This is an optimization exercise on Yosys and OpenROAD, whose aim is small area, a short achievable clock period and few clock cycles, not a production implementation. RTL that was checked went through simulation tests only; none was proved equivalent to the original. The RTL of runs 2 and 3 was laid out without a check of its function. Power figures rest on the tool's default switching activity, not on a simulated workload.

`config.mk`:
```
export PLATFORM = sky130hd
export DESIGN_NAME = matriscarpici
export DESIGN_NICKNAME = matriscarpici
export VERILOG_FILES = /design/flow/design.v
export SDC_FILE = /design/flow/constraint.sdc
export NUM_CORES = 4
export LEC_CHECK = 0
export CAP_MARGIN = 20
export CORE_MARGIN = 2
export CORE_UTILIZATION = 40
export PLACE_DENSITY = 0.6
export SLEW_MARGIN = 20
```
`constraint.sdc`:
```
create_clock -name core_clock -period 9.0 [get_ports {clk}]
set_input_delay 1.8000 -clock core_clock [delete_from_list [all_inputs] [get_ports {clk}]]
set_output_delay 1.8000 -clock core_clock [all_outputs]
set_load 0.01 [all_outputs]
```
`design.v`:
```
`timescale 1ns / 1ps
module matriscarpici #(parameter M=8)(
    input clk,
    input rst,
    input [M-1:0] matris_veri,
    input matris_gecerli,
    output reg [2*M+1:0] carpim_veri,  
    output reg carpim_gecerli
    );
    reg [M-1:0] A_matrisi [7:0];
    reg [M-1:0] B_matrisi [7:0];
    reg [2*M+1:0] carpim_veri_sonraki;
    reg carpim_gecerli_sonraki;
    reg [4:0] sayac;
    reg [4:0] sayac_sonraki;
    reg [1:0] sayac2;
    reg [1:0] sayac2_sonraki;
    always @* begin
        sayac_sonraki = sayac;
        sayac2_sonraki = sayac2;
        carpim_veri_sonraki = 0;
        carpim_gecerli_sonraki = 0;
        if(matris_gecerli && sayac < 16) begin
            sayac_sonraki = sayac + 1;
        end
        if(sayac == 16) begin  
            sayac2_sonraki = sayac2 + 1;
            case(sayac2)
                2'b00: begin
                    carpim_veri_sonraki = A_matrisi[0]*B_matrisi[0] + A_matrisi[1]*B_matrisi[2] 
                                        + A_matrisi[2]*B_matrisi[4] + A_matrisi[3]*B_matrisi[6];
                    carpim_gecerli_sonraki = 1;
                end
                2'b01: begin
                    carpim_veri_sonraki = A_matrisi[0]*B_matrisi[1] + A_matrisi[1]*B_matrisi[3] 
                                        + A_matrisi[2]*B_matrisi[5] + A_matrisi[3]*B_matrisi[7];
                    carpim_gecerli_sonraki = 1;
                end
                2'b10: begin
                    carpim_veri_sonraki = A_matrisi[4]*B_matrisi[0] + A_matrisi[5]*B_matrisi[2] 
                                        + A_matrisi[6]*B_matrisi[4] + A_matrisi[7]*B_matrisi[6];
                    carpim_gecerli_sonraki = 1;
                end
                2'b11: begin
                    carpim_veri_sonraki = A_matrisi[4]*B_matrisi[1] + A_matrisi[5]*B_matrisi[3] 
                                        + A_matrisi[6]*B_matrisi[5] + A_matrisi[7]*B_matrisi[7];
                    carpim_gecerli_sonraki = 1;
                    sayac_sonraki = 0;
                    sayac2_sonraki = 0;
                end
            endcase
        end
    end
    always @(posedge clk) begin
        if(rst) begin
            sayac <= 0;
            sayac2 <= 0;
            carpim_veri <= 0;
            carpim_gecerli <= 0;
        end
        else begin
            if(matris_gecerli && sayac < 16) begin  
                if(sayac[3] == 0) begin
                    A_matrisi[sayac[2:0]] = matris_veri;
                end
                else begin
                    B_matrisi[sayac[2:0]] = matris_veri;
                end
            end
            sayac <= sayac_sonraki;
            sayac2 <= sayac2_sonraki;
            carpim_veri <= carpim_veri_sonraki;
            carpim_gecerli <= carpim_gecerli_sonraki;
        end
    end
endmodule
```
`run.sh`:
```
#!/bin/bash
# synth_recipe.tcl (not shown) runs the flow's synth.tcl, then flattens the netlist and writes it again
# the make line also repeats each setting of config.mk as NAME=value (left out here)
make -C /OpenROAD-flow-scripts/flow DESIGN_CONFIG=/design/flow/config.mk WORK_HOME=/design/flow/orfs CLKGATE_MAP_FILE= SYNTH_SCRIPT=/design/flow/synth_recipe.tcl finish
```
==> results by group, run 1 <==
Detailed routing
  • WL met3: 4683 um
  • Detailed Routing Iterations Pass 1: 5
  • DRT antenna net count: 0
  • DRC viols: 0
  • DR WL met2: 64460 um
  • Wirelength per Cell: 21.78 um
  • Initial drt markers: 1820
  • Drt via density: 4.959
  • Vias: 28060
  • Top Metal Used: met4
  • Routed WL: 123200 um
  • Met1 WL: 46900 um

Setup path
  • Worst EP required: 9.34 ns
  • Setup CP Type: reg2reg
  • R2r setup slk: 1.16 ns
  • Nature of the critical path startpoint: flop
  • Worst Reg2Reg Path Length in Cells: 24
  • Setup crit end kind: flop
  • Critical path arrival: 8.18 ns
  • Worst r2r src: B_matrisi[6][2]$_DFFE_PP_
  • CP Max Fanout: 17
  • Largest stage delay, worst path: 0.89 ns
  • Worst path slowest cell: edfxtp_1
  • Crit-path cells: nand2_1 -> fa_1 -> inv_1 -> fa_1 -> inv_1 -> fa_1 -> inv_1 -> fa_1 -> fa_1 -> inv_1 -> fa_1 -> inv_1 -> fa_1 -> inv_1 -> fa_1 -> inv_1 -> ha_1 -> a21o_1 -> a2111oi_1 -> o31ai_1 -> a21o_1 -> a21oi_1 -> xor2_1 -> a221oi_1
  • Worst R2R End: carpim_veri[16]$_SDFF_PP0_
  • Top cell by count, worst path: fa_1

Synthesis
  • Post-synth EDFFs: 128
  • Synth Instances: 4323
  • Seq/Total Area, Yosys: 10.45%
  • Syn Area/Cell: 9.662 um2
  • Yosys reg bits: 154
  • Synthesis Warnings: 1
  • Yosys top cell by area: fa_1
  • Async SR Flop Fraction: 0%
  • Synth unique cells: 61
  • Synth area leaders: fa_1 (43%), ha_1 (16%), inv_1 (11%), and2_1 (9.6%), edfxtp_1 (9.2%)
  • Synth Flop Type: edfxtp_1
  • Yosys top cell area share: 42.95%
  • Mapped Area: 0.04177 mm2
  • Synth Net Count: 5752

STA
  • Fin crit period: 7.837 ns
  • Final Hold Viols: 0
  • Final-report setup violation count: 0
  • Setup TNS: 0 ns
  • Actual slew at the worst max-slew pin: 1.046 ns
  • Clk_skew: 0.02144 ns
  • Final Max Slew Viols: 0
  • Share of the cycle needed by the critical path after routing: 87.07%
  • FMAX: 127.6 MHz
  • Worst slew margin: 30.02%
  • RSZ-0062 raised after global routing: false

Global route
  • Initial antenna violation count: 5
  • Global-route wire length before repair: 185200 um
  • GRT Total Usage: 23.76%
  • GR Overflow Total: 0
  • Largest net degree at the start of global routing: 37
  • Number of global-route vias before repair: 30720

Power
  • Power Dens Cells: 109.0 mW/mm2
  • Clk pwr share: 15.8%
  • Sw power: 2.338 mW
  • Seq pwr share: 16.5%
  • Tot Pwr: 4.802 mW
  • Switching share of power: 48.68%
  • P_leak: 22.37 nW
  • P_int: 2.464 mW
  • Power share of the combinational group: 67.7%
  • Maximum ir drop on the vdd rail: 0.2805 mV

Cells and area
  • Final Cell Area: 0.04404 mm2
  • Syn-to-layout area delta: 5.431%
  • Most common cell after layout, fill and taps aside: inv_1
  • Post-layout util: 42.55%
  • Leading cell types in the layout, fill and taps excluded: inv_1 (1227), fa_1 (896), and2_1 (638)
  • Fillers: 10160
  • Layout cells sized above 1: 1.756%
  • Layout net count: 5686

CTS
  • Total number of H-tree levels: 4
  • Clk Tree Root Cell: clkbuf_16
  • CTS resizes: 0
  • Worst-path clk slew: 0.09 ns
  • Clk sink count: 154
  • Setup Buffers After CTS: 0
  • CTS Hold Bufs: 0
  • CTS tree: yes
  • CTS Buf Count: 17
  • Clk buf depth: 2
  • Clock Latency Late Sink: 0.51 ns

Placement
  • Cell area after placement: 0.04345 mm2
  • Placer Congestion: 0.9271
  • Post-DP HPWL: 103300 um
  • Port buffer count: 29

Min path
  • Min-delay worst type: reg2reg
  • Hold Crit Start: sayac[1]$_SDFF_PP0_
  • Hold Crit Depth: 2
  • Hold EP: sayac[1]$_SDFF_PP0_

Floorplan
  • Core area: 0.1035 mm2
  • Std cell rows: 118
  • Die W: 327.1 um
  • I/O pins: 30
  • Die area: 0.1070 mm2
  • Die height: 327.1 um
  • Starting density of the core: 40.36%

Outcome
  • Status: timing/DRC/antenna clean

Flow run
  • Max_cap viols: 0
-- area by class of cell --
cell class / count / area, um2 / share of cell area (%)
timing repair buffer: 57 / 480.5 / 1.091
tap: 1380 / 1727 / 3.921
antenna: 7 / 17.52 / 0.03978
clock buffer: 18 / 429.2 / 0.9746
multi-input combinational: 2800 / 32280 / 73.29
clock inverter: 14 / 136.4 / 0.3097
sequential: 154 / 4364 / 9.911
inverter: 1227 / 4606 / 10.46
-- worst max-delay path, delay by kind of cell (launching register included) --
kind                     cells  cell delay (ns)
buffers and inverters        7             0.37
adder cells (fa/ha/maj)      9             4.42
flip-flops                   1             0.89
AND/OR/NAND/NOR              1             0.16
XOR/XNOR                     1             0.37
AO/OA/AOI/OAI                6             1.46
-- flip-flops by register name, indices dropped and copies added (netlist names) --
name / count
A_matrisi: 64
carpim_veri: 18
sayac2: 2
sayac: 5
B_matrisi: 64
carpim_gecerli: 1
-- per-stage QoR --
stage	cells	hold WS [ns]	setup slack, ns
finish	5657	0.5170	1.163
detailed placement	5618	0.5032	1.301
global route	5650	0.5355	0.7844
global placement	5618	0.4935	1.262
CTS	5650	0.5160	1.243
floorplan	4323	0.4691	2.064
-- layer usage --
| layer | global-route usage (%) | vias up |
|---|---|---|
| met4 | 12.48 | 0 |
| met5 | 0 | - |
| met1 | 28.44 | 14700 |
| li1 | - | 12460 |
| met2 | 42.67 | 671 |
| met3 | 1.829 | 221 |
-- cell families after synthesis --
family	count (synthesis)	share of synthesized area [%]
compound gates	151	2.660
xor+xnor	64	1.342
fa+ha+maj	1418	58.58
buf+inv	1369	12.30
flops	154	10.45
mux	1	0.02397
simple gates	1166	14.64
-- power groups by stage --
stage,sequential [mW],clock [mW],combinational (mW)
after detailed placement,0.809,0,3.23
after CTS,0.793,0.781,3.25
final,0.794,0.757,3.25
after global routing,0.794,0.795,3.56
after global placement,0.809,0,3.22
after floorplan,0.795,0,2.21
-- worst max path at each step --
| stage | endpoint | start | depth (start not counted) | slack, ns |
|---|---|---|---|---|
| after global routing | carpim_veri[16]$_SDFF_PP0_ | B_matrisi[6][1]$_DFFE_PP_ | 24 | 0.78 |
| after floorplan | carpim_veri[16]$_SDFF_PP0_ | A_matrisi[3][5]$_DFFE_PP_ | 25 | 2.06 |
| final | carpim_veri[16]$_SDFF_PP0_ | B_matrisi[6][2]$_DFFE_PP_ | 24 | 1.16 |
| after CTS | carpim_veri[16]$_SDFF_PP0_ | B_matrisi[6][1]$_DFFE_PP_ | 24 | 1.24 |
| after detailed placement | carpim_veri[16]$_SDFF_PP0_ | B_matrisi[6][1]$_DFFE_PP_ | 24 | 1.30 |
| after global placement | carpim_veri[14]$_SDFF_PP0_ | B_matrisi[6][3]$_DFFE_PP_ | 18 | 1.26 |
-- synthesized netlist by cell type, types with 3 or more instances --
library cell,count
a211oi_1,10
a21o_1,18
a21oi_1,42
a221o_1,3
a221oi_1,8
a222oi_1,7
a22oi_1,4
a31oi_1,5
a41oi_1,3
and2_1,638
clkbuf_1,141
dfxtp_1,26
edfxtp_1,128
fa_1,896
ha_1,522
inv_1,1227
nand2_1,413
nand2b_1,6
nand3_1,10
nor2_1,57
nor2b_1,10
nor3_1,14
o21a_1,6
o21ai_0,5
o21ai_1,8
o21bai_1,5
xnor2_1,46
xor2_1,18
Testbench counts, summed over its fixed seeds: cycles 10,248.
==> run 2, diff against run 1 <==
==> design.v (replaced) <==
`timescale 1ns / 1ps
module matriscarpici #(parameter M=8)(
    input clk,
    input rst,
    input [M-1:0] matris_veri,
    input matris_gecerli,
    output reg [2*M+1:0] carpim_veri,
    output reg carpim_gecerli
    );
    reg [M-1:0] a_zincir [7:0];    
    reg [M-1:0] b_reg;             
    reg         b_gecerli;         
    reg [4:0]   sayac;             
    reg [2*M+1:0] r0a;             
    reg [2*M+1:0] r1a, r1b;        
    wire al = matris_gecerli && !sayac[4];
    wire k0 = (sayac == 5'd9) || (sayac == 5'd10);
    wire k3 = (sayac == 5'd15) || (sayac == 5'd16);
    wire j1 = !sayac[0];
    wire kaydir = (al && !sayac[3]) || (b_gecerli && j1);
    wire [2*M+1:0] mac0 = (k0 ? {(2*M+2){1'b0}} : r0a) + a_zincir[0] * b_reg;
    wire [2*M+1:0] mac1 = (k0 ? {(2*M+2){1'b0}} : r1a) + a_zincir[4] * b_reg;
    wire kuyruk1 = (sayac == 5'd17);
    wire kuyruk2 = (sayac == 5'd18);
    integer i;
    always @(posedge clk) begin
        b_reg <= matris_veri;
        if (kaydir) begin
            for (i = 0; i < 7; i = i + 1) a_zincir[i] <= a_zincir[i+1];
            a_zincir[7] <= matris_veri;
        end
        if (b_gecerli) begin
            carpim_veri <= mac0;
            r0a <= carpim_veri;
            r1b <= mac1;
            r1a <= r1b;
        end else if (kuyruk1) begin
            carpim_veri <= r1a;
            r1a <= r1b;
        end else if (kuyruk2) begin
            carpim_veri <= r1a;
        end
        if (rst) begin
            sayac <= 5'd0;
            b_gecerli <= 1'b0;
            carpim_gecerli <= 1'b0;
        end else begin
            b_gecerli <= al && sayac[3];
            carpim_gecerli <= (b_gecerli && k3) || kuyruk1 || kuyruk2;
            if (kuyruk2)
                sayac <= 5'd0;
            else if (sayac[4] || al)
                sayac <= sayac + 5'd1;
        end
    end
endmodule
==> run 2 against run 1 <==
  * Largest cell class unchanged
  * Highest routed layer unchanged
  * Synthesized cell count fell by 79%
  * Global-route usage is 7.8 points lower
  * Clock-buffer cell count decreased by 1
  * Still clean
==> results by group, run 2 <==
Outcome
  • Status: timing/DRC/antenna clean

Detailed routing
  • Routed WL: 19800 um
  • Met1 WL: 9404 um
  • DRT antenna net count: 0
  • Top Metal Used: met4
  • WL met3: 674 um
  • Detailed Routing Iterations Pass 1: 4
  • DR WL met2: 9426 um
  • DRC viols: 0
  • Wirelength per Cell: 15.63 um
  • Initial drt markers: 393
  • Vias: 6037
  • Drt via density: 4.765

Synthesis
  • Synth cell count leaders: inv_1 (176), edfxtp_1 (136), fa_1 (100), nand2_1 (100), and2_1 (94)
  • Post-synthesis xor/xnor area fraction: 1.698%
  • Synth Area in Compound Gates: 6.029%
  • Syn Area/Cell: 11.58 um2
  • Most frequent cell after synthesis: inv_1
  • Synth Net Count: 1086
  • Synth unique cells: 56
  • Adder-cell share of the synthesized area: 29.60%
  • Async SR Flop Fraction: 0%
  • Yosys reg bits: 151
  • Mux cell area share after synthesis: 1.080%
  • Mapped Area: 0.01031 mm2
  • Simple-gate share of the synthesized area: 11.78%
  • Post-synth EDFFs: 136
  • Synthesis Warnings: 2
  • Yosys top cell area share: 39.59%
  • Synth Instances: 891
  • Synth Flop Type: edfxtp_1
  • Synth area leaders: edfxtp_1 (40%), fa_1 (19%), ha_1 (10%), inv_1 (6.4%), and2_1 (5.7%)
  • Seq/Total Area, Yosys: 42.50%
  • Largest family of logic cells by synthesized area: adder cells
  • Yosys top cell by area: edfxtp_1

STA
  • Final Hold Viols: 0
  • Final-report setup violation count: 0
  • Actual slew at the worst max-slew pin: 0.8812 ns
  • FMAX: 183.5 MHz
  • Clk_skew: 0.01299 ns
  • Share of the cycle needed by the critical path after routing: 60.54%
  • Final Max Slew Viols: 0
  • Worst slew margin: 41.11%
  • RSZ-0062 raised after global routing: false
  • Setup TNS: 0 ns
  • Fin crit period: 5.449 ns

Setup path
  • Worst EP required: 9.16 ns
  • Setup CP Type: reg2reg
  • Worst path slowest cell: fa_1
  • Critical path arrival: 5.61 ns
  • Setup crit end kind: flop
  • Nature of the critical path startpoint: flop
  • Largest stage delay, worst path: 0.55 ns
  • Crit-path cells: inv_1 -> ha_1 -> nor2_1 -> or4_1 -> buf_4 -> nand2_1 -> fa_1 -> inv_1 -> fa_1 -> fa_1 -> inv_1 -> fa_1 -> inv_1 -> ha_1 -> nand4_1 -> a211o_2 -> a211oi_1 -> o311ai_0
  • CP Max Fanout: 35

CTS
  • CTS Hold Bufs: 0
  • Clk Tree Root Cell: clkbuf_16
  • CTS tree: yes
  • Total number of H-tree levels: 4
  • Worst-path clk slew: 0.07 ns
  • CTS resizes: 0
  • Setup Buffers After CTS: 0
  • CTS Buf Count: 17
  • Clock Latency Late Sink: 0.43 ns
  • Clk sink count: 151
  • Clk buf depth: 2

Placement
  • Placed insts: 1235
  • Cell area after placement: 0.01097 mm2
  • Port buffer count: 29
  • Placer Congestion: 0.7889
  • Post-DP HPWL: 14650 um

Power
  • Tot Pwr: 2.536 mW
  • Power Dens Cells: 219.6 mW/mm2
  • Maximum ir drop on the vdd rail: 0.1239 mV
  • P_leak: 5.136 nW

Floorplan
  • Core area: 0.02525 mm2
  • I/O pins: 30
  • Die area: 0.02709 mm2
  • Std cell rows: 58
  • Die W: 164.6 um
  • Die height: 164.6 um
  • Starting density of the core: 40.84%

Cells and area
  • N_diodes: 0
  • Syn-to-layout area delta: 11.95%
  • Layout net count: 1119
  • Non-filler instance count after layout: 1267
  • Layout cells sized above 1: 5.977%
  • Largest register FFs: 64
  • Reg with most FFs: a_zincir
  • Most common cell after layout, fill and taps aside: inv_1
  • Leading cell types in the layout, fill and taps excluded: inv_1 (176), edfxtp_1 (136), nand2_1 (100), fa_1 (100), and2_1 (94)
  • Final Cell Area: 0.01155 mm2

Global route
  • GR Overflow Total: 0
  • GRT Total Usage: 16.01%
  • Global-route wire length before repair: 33160 um
  • Number of global-route vias before repair: 6303
  • Initial antenna violation count: 0
  • Largest net degree at the start of global routing: 65

Flow run
  • Max_cap viols: 0

Min path
  • Min-delay worst type: reg2reg
==> run 2: changes by cell type in the layout (fill, tap and decap cells not counted), sizes merged, moves of 9 or more <==
cell    change
xnor2      -33
xor2       -11
nor3       -12
buf        -29
and2      -544
inv      -1048
fa        -796
dfxtp      -11
nor2       -40
a21oi      -21
mux2        +9
a221oi      -9
nand2     -313
ha        -438
==> run 2: area by class of cell <==
class | instances | area, um2
repair buffers | 32 | 312.8
multi-input cells | 545 | 5190
flip-flops and latches | 151 | 4385
clock buffers | 17 | 425.4
inverters | 177 | 664.4
fillers | 2348 | 13710
well taps | 330 | 412.9
clock inverters | 15 | 156.4
==> run 2: worst paths after layout <==
| check | startpoint | to | cells after the start | slack, ns |
|---|---|---|---|---|
| hold / removal | a_zincir[7][2]$_DFFE_PP_ | a_zincir[6][2]$_DFFE_PP_ | 0 | 0.42 |
| setup reg to reg | sayac[0]$_SDFFE_PP0P_ | carpim_veri[16]$_DFFE_PP_ | 18 | 3.55 |
| setup / recovery | sayac[0]$_SDFFE_PP0P_ | carpim_veri[16]$_DFFE_PP_ | 18 | 3.55 |
| hold reg to reg | a_zincir[7][2]$_DFFE_PP_ | a_zincir[6][2]$_DFFE_PP_ | 0 | 0.42 |
==> run 2: where the power goes <==
group / internal, mW / switching, mW
Sequential: 0.811 / 0.0257
Clock: 0.371 / 0.333
Combinational: 0.425 / 0.570
Total: 1.61 / 0.929
==> run 2: cells by family (layout without fill, tap and decap cells) <==
logic type / after synthesis / in the layout
AO/OA/AOI/OAI: 90 / 90
XOR/XNOR: 20 / 20
adder cells (fa/ha/maj): 184 / 184
buffers and inverters: 195 / 241
flip-flops: 151 / 151
multiplexers: 10 / 10
AND/OR/NAND/NOR: 241 / 241
==> run 2: worst max-delay path: cells and delay by family (launching register included) <==
| family | cells | cell delay [ns] |
|---|---|---|
| AND/OR/NAND/NOR | 4 | 0.52 |
| adder cells (fa/ha/maj) | 6 | 2.69 |
| buffers and inverters | 5 | 0.65 |
| AO/OA/AOI/OAI | 3 | 0.86 |
| flip-flops | 1 | 0.44 |
==> run 2: routing by layer <==
metal  up-vias  global-route usage, %
met1      2969                  22.35
met4         0                  4.980
met5         -                      0
met2       101                  25.69
li1       2944                      -
met3        23                  2.637
==> run 2: per-stage QoR <==
stage | utilization [%] | hold WS, ns | setup WS, ns
2_1_floorplan | - | 0.4003 | 3.457
3_3_place_gp | 43.42 | 0.4004 | 3.649
3_5_place_dp | 43.42 | 0.4045 | 3.524
4_1_cts | 45.72 | 0.4149 | 3.514
5_1_grt | 45.72 | 0.4247 | 3.127
6_report | 45.72 | 0.4155 | 3.551
==> run 3, diff against run 2 <==
--- a/config.mk
+++ b/config.mk
@@ -6,7 +6,9 @@
 export NUM_CORES = 4
 export LEC_CHECK = 0
+export ABC_CLOCK_PERIOD_IN_PS = 2000
 export CAP_MARGIN = 20
 export CORE_MARGIN = 2
 export CORE_UTILIZATION = 40
 export PLACE_DENSITY = 0.6
+export SETUP_SLACK_MARGIN = 5
 export SLEW_MARGIN = 20
==> run 3 against run 2 <==
  * Area after synthesis stayed put
  * Clock-buffer cell count grew 2
  * Clock power up 2%
  * Sequential power about the same
  * Critical path type unchanged
  * Largest power group unchanged
  * Total power rose by 13%
  * Largest cell class unchanged
  * Design area increased by 6.0%
  * Global-route usage is 1.3 points higher
  * Register-to-register slack gained 0.51 ns
  * Still clean on timing, DRC and antenna
  * Utilization grew 2.8 points
  * Die area stayed put
==> results by group, run 3 <==
Setup path
  • Largest stage delay, worst path: 0.49 ns
  • Setup CP Type: reg2reg
  • Worst path top cell family by delay: adder cells
  • Nature of the critical path startpoint: flop
  • Top cell by count, worst path: inv_1
  • Worst EP required: 9.29 ns
  • Critical path arrival: 5.23 ns
  • CP Buf/Inv Count: 6
  • Worst path slowest cell: or4_4
  • CP Depth: 22
  • Worst Reg2Reg Path Length in Cells: 22
  • Crit-path cells: inv_4 -> ha_4 -> nor2_2 -> or4_4 -> buf_12 -> nand2_2 -> fa_1 -> inv_1 -> ha_4 -> ha_1 -> inv_2 -> fa_1 -> inv_1 -> ha_2 -> inv_1 -> fa_2 -> nor2b_1 -> o21a_1 -> o211ai_4 -> a211o_4 -> a2111oi_2 -> nand3b_1
  • CP Max Fanout: 6
  • Setup crit end kind: flop

Detailed routing
  • Routed WL: 21890 um
  • DRC viols: 0
  • DRT antenna net count: 0
  • Drt via density: 4.903
  • Wirelength per Cell: 16.94 um
  • Vias: 6335
  • Detailed Routing Iterations Pass 1: 4
  • Initial drt markers: 394

STA
  • Final-report setup violation count: 0
  • RSZ-0062 raised after global routing: true
  • Setup TNS: 0 ns
  • Final Max Slew Viols: 0
  • Worst slew margin: 30.01%
  • Actual slew at the worst max-slew pin: 1.047 ns
  • Share of the cycle needed by the critical path after routing: 54.86%
  • Clk_skew: 0.01554 ns
  • Fin crit period: 4.937 ns
  • FMAX: 202.5 MHz
  • Final setup margin: 4.063 ns
  • Final Hold Viols: 0

Cells and area
  • Layout cells sized above 1: 16.74%
  • Syn-to-layout area delta: 18.69%
  • Final Cell Area: 0.01224 mm2
  • Multi-input logic area: 0.005598 mm2
  • N_diodes: 0
  • Layout net count: 1144
  • Fillers: 2273
  • Non-filler instance count after layout: 1292
  • Sequential Area: 0.004394 mm2
  • Most common cell after layout, fill and taps aside: inv_1
  • Reg with most FFs: a_zincir
  • Leading cell types in the layout, fill and taps excluded: inv_1 (159), edfxtp_1 (136), fa_1 (96)
  • Largest register FFs: 64

Power
  • P_leak: 5.341 nW
  • Power Dens Cells: 234.5 mW/mm2
  • Tot Pwr: 2.871 mW
  • Maximum ir drop on the vdd rail: 0.1469 mV

Synthesis
  • Synth Instances: 891
  • Synth unique cells: 56
  • Mapped Area: 0.01031 mm2
  • Synth cell count leaders: inv_1 (176), edfxtp_1 (136), fa_1 (100), nand2_1 (100), and2_1 (94)
  • Yosys reg bits: 151
  • Yosys top cell by area: edfxtp_1
  • Synth Net Count: 1086
  • Synth Flop Type: edfxtp_1
  • Seq/Total Area, Yosys: 42.50%
  • Synth area leaders: edfxtp_1 (40%), fa_1 (19%), ha_1 (10%), inv_1 (6.4%), and2_1 (5.7%)
  • Yosys top cell area share: 39.59%
  • Async SR Flop Fraction: 0%
  • Post-synth EDFFs: 136
  • Most frequent cell after synthesis: inv_1
  • Synthesis Warnings: 2
  • Syn Area/Cell: 11.58 um2

Global route
  • GRT Total Usage: 17.33%
  • Largest net degree at the start of global routing: 65
  • Initial antenna violation count: 0
  • GR Overflow Total: 0
  • Global-route wire length before repair: 35470 um
  • Number of global-route vias before repair: 6711

Floorplan
  • Die height: 164.6 um
  • Core area: 0.02525 mm2
  • Std cell rows: 58
  • Die W: 164.6 um
  • Die area: 0.02709 mm2
  • Starting density of the core: 40.84%
  • I/O pins: 30

CTS
  • Clock Latency Late Sink: 0.43 ns
  • CTS tree: yes
  • Worst-path clk slew: 0.07 ns
  • Clk buf depth: 2
  • Clk sink count: 151
  • CTS Buf Count: 17
  • Clk Tree Root Cell: clkbuf_16
  • Total number of H-tree levels: 4

Placement
  • Placer Congestion: 0.7769
  • Placed insts: 1235
  • Post-DP HPWL: 15470 um
  • Dpl ws: 3.845 ns
  • Cell area after placement: 0.01113 mm2
  • Port buffer count: 29

Outcome
  • Status: timing/DRC/antenna clean

Min path
  • Min-delay worst type: reg2reg
  • Hold Crit Depth: 0

Flow run
  • Max_cap viols: 0
==> run 3: changes by cell type in the layout (fill, tap and decap cells not counted), moves of 9 or more <==
cell     before  now
inv_2         0   15
a21oi_2       1   10
inv_1       176  159
a21oi_1      21   10
ha_1         84   69
buf_4         3   19
ha_4          0   11
nand2_1     100   88
==> run 3: cell families (layout without fill, tap and decap cells) <==
logic type	Yosys count	in the layout	synth area share [%]
compound gates	90	90	6.029
xor+xnor	20	20	1.698
fa+ha+maj	184	184	29.60
buf+inv	195	266	7.314
flops	151	151	42.50
mux	10	10	1.080
simple gates	241	241	11.78
==> run 3: timing repair <==
action,4_1_cts,5_1_grt
hold buffers,0,0
gates cloned,2,0
resized for setup,34,41
buffers inserted,16,7
pin swaps,23,27
endpoints found under the setup margin,27,28
==> run 3: cell type report <==
cell class              count  share of cell area, %
inverters                 177                  5.468
clock buffers              19                  3.618
flip-flops and latches    151                  35.89
multi-input cells         545                  45.72
clock inverters            13                  1.114
well taps                 330                  3.373
repair buffers             57                  4.813
==> run 3: layer usage <==
| layer | vias to the layer above | track usage [%] | part of all wire [%] |
|---|---|---|---|
| met5 | - | 0 | 0 |
| met4 | 0 | 4.783 | 1.2 |
| met3 | 25 | 2.712 | 2.3 |
| met2 | 83 | 28.49 | 50 |
| met1 | 3218 | 23.95 | 47 |
| li1 | 3009 | - | - |
==> run 3: where the power goes <==
group	internal (mW)	leakage, nW	total (mW)	switching [mW]
clock network	0.397	0.275	0.717	0.319
registers	0.812	1.40	0.839	0.0274
logic	0.609	3.67	1.32	0.706
total	1.82	5.34	2.87	1.05
==> run 3: per-stage QoR <==
step | utilization, % | hold slack [ns]
floorplan | - | 0.4003
global placement | 44.08 | 0.4007
detailed placement | 44.08 | 0.4045
CTS | 47.60 | 0.4171
global route | 48.48 | 0.4228
finish | 48.48 | 0.4152
==> run 3: worst paths after layout <==
path | start | endpoint | slack, ns
worst max register to register | sayac[1]$_SDFFE_PP0P_ | carpim_veri[15]$_DFFE_PP_ | 4.06
worst min-delay path | a_zincir[6][1]$_DFFE_PP_ | a_zincir[5][1]$_DFFE_PP_ | 0.42
worst min register to register | a_zincir[6][1]$_DFFE_PP_ | a_zincir[5][1]$_DFFE_PP_ | 0.42
worst max-delay path | sayac[1]$_SDFFE_PP0P_ | carpim_veri[15]$_DFFE_PP_ | 4.06
==> run 3: worst reg2reg max path: cells and delay by family, from the launching register on <==
family	cells	cell delay [ns]
compound gates	4	1.01
fa+ha+maj	7	2.02
buf+inv	6	0.52
flops	1	0.37
simple gates	5	0.88

==> separate check: timing with driven ports <==
The results above use ideal ports. As a check the final layouts listed here were re-extracted and re-timed, cells and wires unchanged. Step 1, drivers: a clkbuf_16 drives clk and a buf_2 each remaining input, both assumed. Step 2 also shifts input and output timing later by t, the mid clock arrival at the registers, as if the neighbouring blocks saw the same clock. Slacks: no drivers / after step 1 / after step 2; pairs: no drivers / after step 1.
run	shift t [ns]	setup slack, ns	worst hold slack (ns)	slew at the worst register clock pin (ns)
run 1	0.553	1.163 / 1.163 / 1.163	0.517 / 0.517 / 0.517	0.09 / 0.09
run 2	0.473	3.551 / 3.551 / 3.551	0.415 / 0.415 / 0.415	0.07 / 0.07
run 3	0.468	4.063 / 4.063 / 4.063	0.415 / 0.415 / 0.415	0.07 / 0.07
After both steps setup and hold are still met in every run listed.
